This is an optimization exercise on Yosys and OpenROAD, whose aim is small area, a short achievable clock period and few clock cycles, not a production implementation.
Function was checked by simulation only, so behaviour that the tests miss may differ from the original.

## the previous run
==> flow/design.v <==
module qr_decode(
    input clk,
    input srstn,
    input qr_decode_start,
    input sram_rdata,
    output [11:0] sram_raddr,
    output reg decode_valid,
    output reg [7:0] decode_jis8_code,
    output reg qr_decode_finish
  );
  reg [4:0] r, c;       
  reg R1, R2;           
  reg [2:0] m;          
  reg [2:0] b;          
  reg [4:0] nb;         
  reg hdr;              
  assign sram_raddr = {1'b0, r, 1'b0, c};
  wire fmt = ~c[4] & ~c[3];
  wire up = c[1];
  wire at_top = c[4] ? (~r[4] & ~r[2] & ~r[1]) : ~(r[4] | r[3] | r[2] | r[1] | r[0]);   
  wire at_bot = r[4] & r[3];                                                           
  wire turn = c[0] & (up ? at_top : at_bot);
  wire sk6 = ~r[4] & ~r[3] & r[2] & r[0] & ~(r[1] ^ up);                  
  wire al_up = c[4] & ~c[2] & up & r[4] & ~r[3] & r[2] & ~r[1] & r[0];     
  wire al_dn = c[4] & ~c[2] & ~up & ~r[4] & r[3] & r[2] & r[1] & r[0];    
  wire al = al_up | al_dn;
  wire x = sk6 | al;
  wire [3:0] d = r[3:0] ^ {4{up}};
  wire t1 = d[0], t2 = d[1] & d[0], t3 = d[2] & t2, t4 = d[3] & t3;      
  wire [4:0] rt = {t4 | al, t3 | al, t2 & ~x, t1 | x, ~x};                
  wire rowmove = ~fmt & c[0] & ~turn;
  wire [4:0] frow = {{3{fmt & c[2]}}, 1'b0, fmt & c[2]};                   
  wire [4:0] nr = r ^ (rowmove ? rt : frow);
  wire alc = ~c[4] & c[3] & c[2] & c[1] & c[0] & r[4] & ~r[3] & ~(r[2] & r[1]) & (r[2] | r[1] | r[0]);
  wire hold = c[0] & (turn | alc);
  wire [3:1] e = c[3:1] ^ {3{~c[0]}};
  wire [4:0] tc = {e[3] & e[2] & e[1], e[2] & e[1], e[1], 1'b1, 1'b1};   
  wire [4:0] tf = c[2] ? 5'b10011 : c[0] ? 5'b00111 : {4'b0, qr_decode_start};
  wire [4:0] tcol = fmt ? tf : hold ? {4'b0, ~alc} : tc;
  wire [4:0] nc = c ^ tcol;
  wire R0 = ~R1 & ~R2;
  wire rdn = up ^ sk6;
  wire nR1 = fmt ? 1'b0 : (rowmove & ~al) ? (rdn ? R2 : R0) : R1;
  wire nR2 = fmt ? 1'b0 : (rowmove & ~al) ? (rdn ? R0 : R1) : R2;
  wire C0 = (~c[0] & ~c[1] & c[3]) | (~c[0] & c[1] & ~c[2]) | (c[0] & c[1] & c[2] & ~c[4]) | (c[0] & ~c[1] & c[2] & ~c[3]);
  wire C1 = (c[0] & ~c[1] & c[3]) | (~c[0] & c[1] & c[2] & c[4]) | (c[0] & c[1] & ~c[2] & c[4]) | (~c[0] & ~c[1] & ~c[2] & ~c[3]);
  wire C2 = ~C0 & ~C1;
  wire C3o = (c[1] & c[2] & ~c[3]) | (~c[1] & ~c[2] & ~c[3]) | (c[0] & c[1] & c[3]) | (c[0] & ~c[1] & ~c[3]);   
  wire a = r[0] & c[0];
  wire s = r[0] ^ c[0];
  wire q0 = R0 | C0;
  wire q1 = (R1 & C1) | (R2 & C2);
  wire z3 = (R0 & C0) | (R1 & C2) | (R2 & C1);
  reg mk;
  always @* begin
    case (m ^ 3'b101)
      3'd0: mk = ~s;
      3'd1: mk = ~r[0];
      3'd2: mk = C0;
      3'd3: mk = z3;
      3'd4: mk = ~(r[1] ^ C3o);
      3'd5: mk = ~a & q0;
      3'd6: mk = ~(a ^ q1);
      default: mk = ~(s ^ q1);
    endcase
  end
  wire bit_in = sram_rdata ^ mk;
  wire last_bit = (b == 3'd7);
  always @(posedge clk) begin
    if (~srstn) begin
      r <= 5'd8;
      c <= 5'd2;
      hdr <= 1'b1;
      decode_valid <= 1'b0;
      qr_decode_finish <= 1'b0;
    end else begin
      r <= nr;
      c <= nc;
      if (~fmt && b == 3'd0) hdr <= 1'b0;    
      decode_valid <= ~hdr & last_bit;
      qr_decode_finish <= ~hdr & ((last_bit & (nb == 5'd1)) | (nb == 5'd0));
    end
    R1 <= nR1;
    R2 <= nR2;
    if (fmt) m <= {m[1:0], sram_rdata};
    b <= fmt ? 3'd3 : b + 3'd1;           
    if (hdr) nb <= decode_jis8_code[4:0];   
    else if (last_bit) nb <= nb - 5'd1;
    decode_jis8_code <= {decode_jis8_code[6:0], bit_in};
  end
endmodule
clock: 9.0 ns
lec_check: 0
cap_margin: 20
core_margin: 2
core_utilization: 35
slew_margin: 20
standard.sh (not shown) runs the stock make flow with config.mk's settings and CLKGATE_MAP_FILE= SYNTH_SCRIPT=/design/flow/synth_recipe.tcl, a recipe that flattens the netlist after the stock synthesis.
==> flow/flow/run.sh <==
#!/bin/bash
# ORFS layout of the design with three changes to how it is made (the
# constraints are unchanged):
#  - synthesis maps the logic with an area-oriented ABC script and without
#    half/full-adder extraction (registers are mapped exactly as before);
#  - ports are buffered with buf_2 instead of the slow delay buffer;
#  - timing repair aims for more setup slack than the clock period needs.
set -euo pipefail
rm -rf myscripts
cp -r "$FLOW_HOME/scripts" myscripts
printf 'strash\ndch -f\namap\ntopo\n' > myscripts/abc_speed.script
export SCRIPTS_DIR="$PWD/myscripts"
export ADDER_MAP_FILE=
export BUFFER_PORTS_ARGS="-buffer_cell sky130_fd_sc_hd__buf_2"
export SETUP_SLACK_MARGIN=6.3
bash standard.sh > standard.log 2>&1
Testbench counts of the previous run, summed over its fixed seeds: cycles 15,800.
Input changes introduced in the current run (baseline for comparison: the previous run):
==> flow/design.v <==
module qr_decode(
    input clk,
    input srstn,
    input qr_decode_start,
    input sram_rdata,
    output [11:0] sram_raddr,
    output reg decode_valid,
    output reg [7:0] decode_jis8_code,
    output reg qr_decode_finish
  );
  reg [4:0] r, c;       
  reg R1, R2;           
  reg [2:0] m;          
  reg [2:0] b;          
  reg [4:0] nb;         
  reg hdr;              
  assign sram_raddr = {1'b0, r, 1'b0, c};
  wire fmt = ~c[4] & ~c[3];
  wire up = c[1];
  wire at_top = c[4] ? (~r[4] & ~r[2] & ~r[1]) : ~(r[4] | r[3] | r[2] | r[1] | r[0]);   
  wire at_bot = r[4] & r[3];                                                           
  wire turn = c[0] & (up ? at_top : at_bot);
  wire sk6 = ~r[4] & ~r[3] & r[2] & r[0] & ~(r[1] ^ up);                  
  wire al_up = c[4] & ~c[2] & up & r[4] & ~r[1] & r[0];                   
  wire al_dn = c[4] & ~c[2] & ~up & ~r[4] & r[2] & r[1] & r[0];           
  wire al = al_up | al_dn;
  wire x = sk6 | al;
  wire [3:0] d = r[3:0] ^ {4{up}};
  wire t1 = d[0], t2 = d[1] & d[0], t3 = d[2] & t2, t4 = d[3] & t3;      
  wire [4:0] rt = {t4 | al, t3 | al, t2 & ~x, t1 | x, ~x};                
  wire rowmove = ~fmt & c[0] & ~turn;
  wire [4:0] frow = {{3{fmt & c[2]}}, 1'b0, fmt & c[2]};                   
  wire [4:0] nr = r ^ (rowmove ? rt : frow);
  wire alc = ~c[4] & c[2] & c[1] & r[4] & ~r[3] & ~(r[2] & r[1]) & (r[2] | r[1] | r[0]);
  wire hold = c[0] & (turn | alc);
  wire [3:1] e = c[3:1] ^ {3{~c[0]}};
  wire [4:0] tc = {e[3] & e[2] & e[1], e[2] & e[1], e[1], 1'b1, 1'b1};   
  wire [4:0] tf = c[2] ? 5'b10011 : c[0] ? 5'b00111 : {4'b0, qr_decode_start};
  wire [4:0] tcol = fmt ? tf : hold ? {4'b0, ~alc} : tc;
  wire [4:0] nc = c ^ tcol;
  wire R0 = ~R1 & ~R2;
  wire rdn = up ^ sk6;
  wire nR1 = fmt ? 1'b0 : (rowmove & ~al) ? (rdn ? R2 : R0) : R1;
  wire nR2 = fmt ? 1'b0 : (rowmove & ~al) ? (rdn ? R0 : R1) : R2;
  wire C0 = (~c[0] & ~c[1] & c[3]) | (~c[0] & c[1] & ~c[2]) | (c[0] & c[1] & c[2] & ~c[4]) | (c[0] & ~c[1] & c[2] & ~c[3]);
  wire C1 = (c[0] & ~c[1] & c[3]) | (~c[0] & c[1] & c[2] & c[4]) | (c[0] & c[1] & ~c[2] & c[4]) | (~c[0] & ~c[1] & ~c[2] & ~c[3]);
  wire C2 = ~C0 & ~C1;
  wire C3o = (c[1] & c[2] & ~c[3]) | (~c[1] & ~c[2] & ~c[3]) | (c[0] & c[1] & c[3]) | (c[0] & ~c[1] & ~c[3]);   
  wire a = r[0] & c[0];
  wire s = r[0] ^ c[0];
  wire q0 = R0 | C0;
  wire q1 = (R1 & C1) | (R2 & C2);
  wire z3 = (R0 & C0) | (R1 & C2) | (R2 & C1);
  reg mk;
  always @* begin
    case (m ^ 3'b101)
      3'd0: mk = ~s;
      3'd1: mk = ~r[0];
      3'd2: mk = C0;
      3'd3: mk = z3;
      3'd4: mk = ~(r[1] ^ C3o);
      3'd5: mk = ~a & q0;
      3'd6: mk = ~(a ^ q1);
      default: mk = ~(s ^ q1);
    endcase
  end
  wire bit_in = sram_rdata ^ mk;
  wire last_bit = (b == 3'd7);
  always @(posedge clk) begin
    if (~srstn) begin
      r <= 5'd8;
      c <= 5'd2;
      hdr <= 1'b1;
      decode_valid <= 1'b0;
      qr_decode_finish <= 1'b0;
    end else begin
      r <= nr;
      c <= nc;
      if (~fmt && b == 3'd0) hdr <= 1'b0;    
      decode_valid <= ~hdr & last_bit;
      qr_decode_finish <= ~hdr & ((last_bit & (nb == 5'd1)) | (nb == 5'd0));
    end
    R1 <= nR1;
    R2 <= nR2;
    if (fmt) m <= {m[1:0], sram_rdata};
    b <= fmt ? 3'd3 : b + 3'd1;           
    if (hdr) nb <= decode_jis8_code[4:0];   
    else if (last_bit) nb <= nb - 5'd1;
    decode_jis8_code <= {decode_jis8_code[6:0], bit_in};
  end
endmodule
Notes after the runs:
- The current run vs. the previous run: fmax shrank by about 0.9%, slack of the critical path shrank by 0.023 ns, wire length of the first global-routing pass grew by 320 µm.
- Die footprint delta (the current run − the previous run): favourable
- Total via count in the routed design, the current run and the previous run: larger value in the previous run
Testbench counts of the current run, summed over its fixed seeds: cycles 15,800.

static timing again, ports no longer ideal:
No port has a modelled driver above. Below, the same layouts with a new extraction and two added sets of constraints.
Step 1 (the two cells are an assumption about what drives the block):
set clk [get_ports {clk}]
set_driving_cell -lib_cell sky130_fd_sc_hd__clkbuf_16 $clk
set_driving_cell -lib_cell sky130_fd_sc_hd__buf_2 [delete_from_list [all_inputs] $clk]
Step 2, shift: input delay + t, output delay - t, t = (earliest + latest rising clock arrival at the registers) / 2. This alone moves slack from input paths to output paths.
Three values: no drivers, after step 1, after step 2; two values: the first two.
run	t, ns	setup slack, ns	hold slack, ns	slew at the worst register clock pin (ns)	pins driven straight from the clock port
the previous run	0.305	6.342 / 6.315 / 6.193	0.345 / 0.345 / 0.345	0.07 / 0.07	1
the current run	0.319	6.319 / 6.294 / 6.158	0.356 / 0.356 / 0.356	0.08 / 0.08	1
After both steps every run listed still meets setup and hold. For the current run, which loses most, drivers alone change the setup slack by -0.025 ns; drivers and shift together by -0.161 ns.
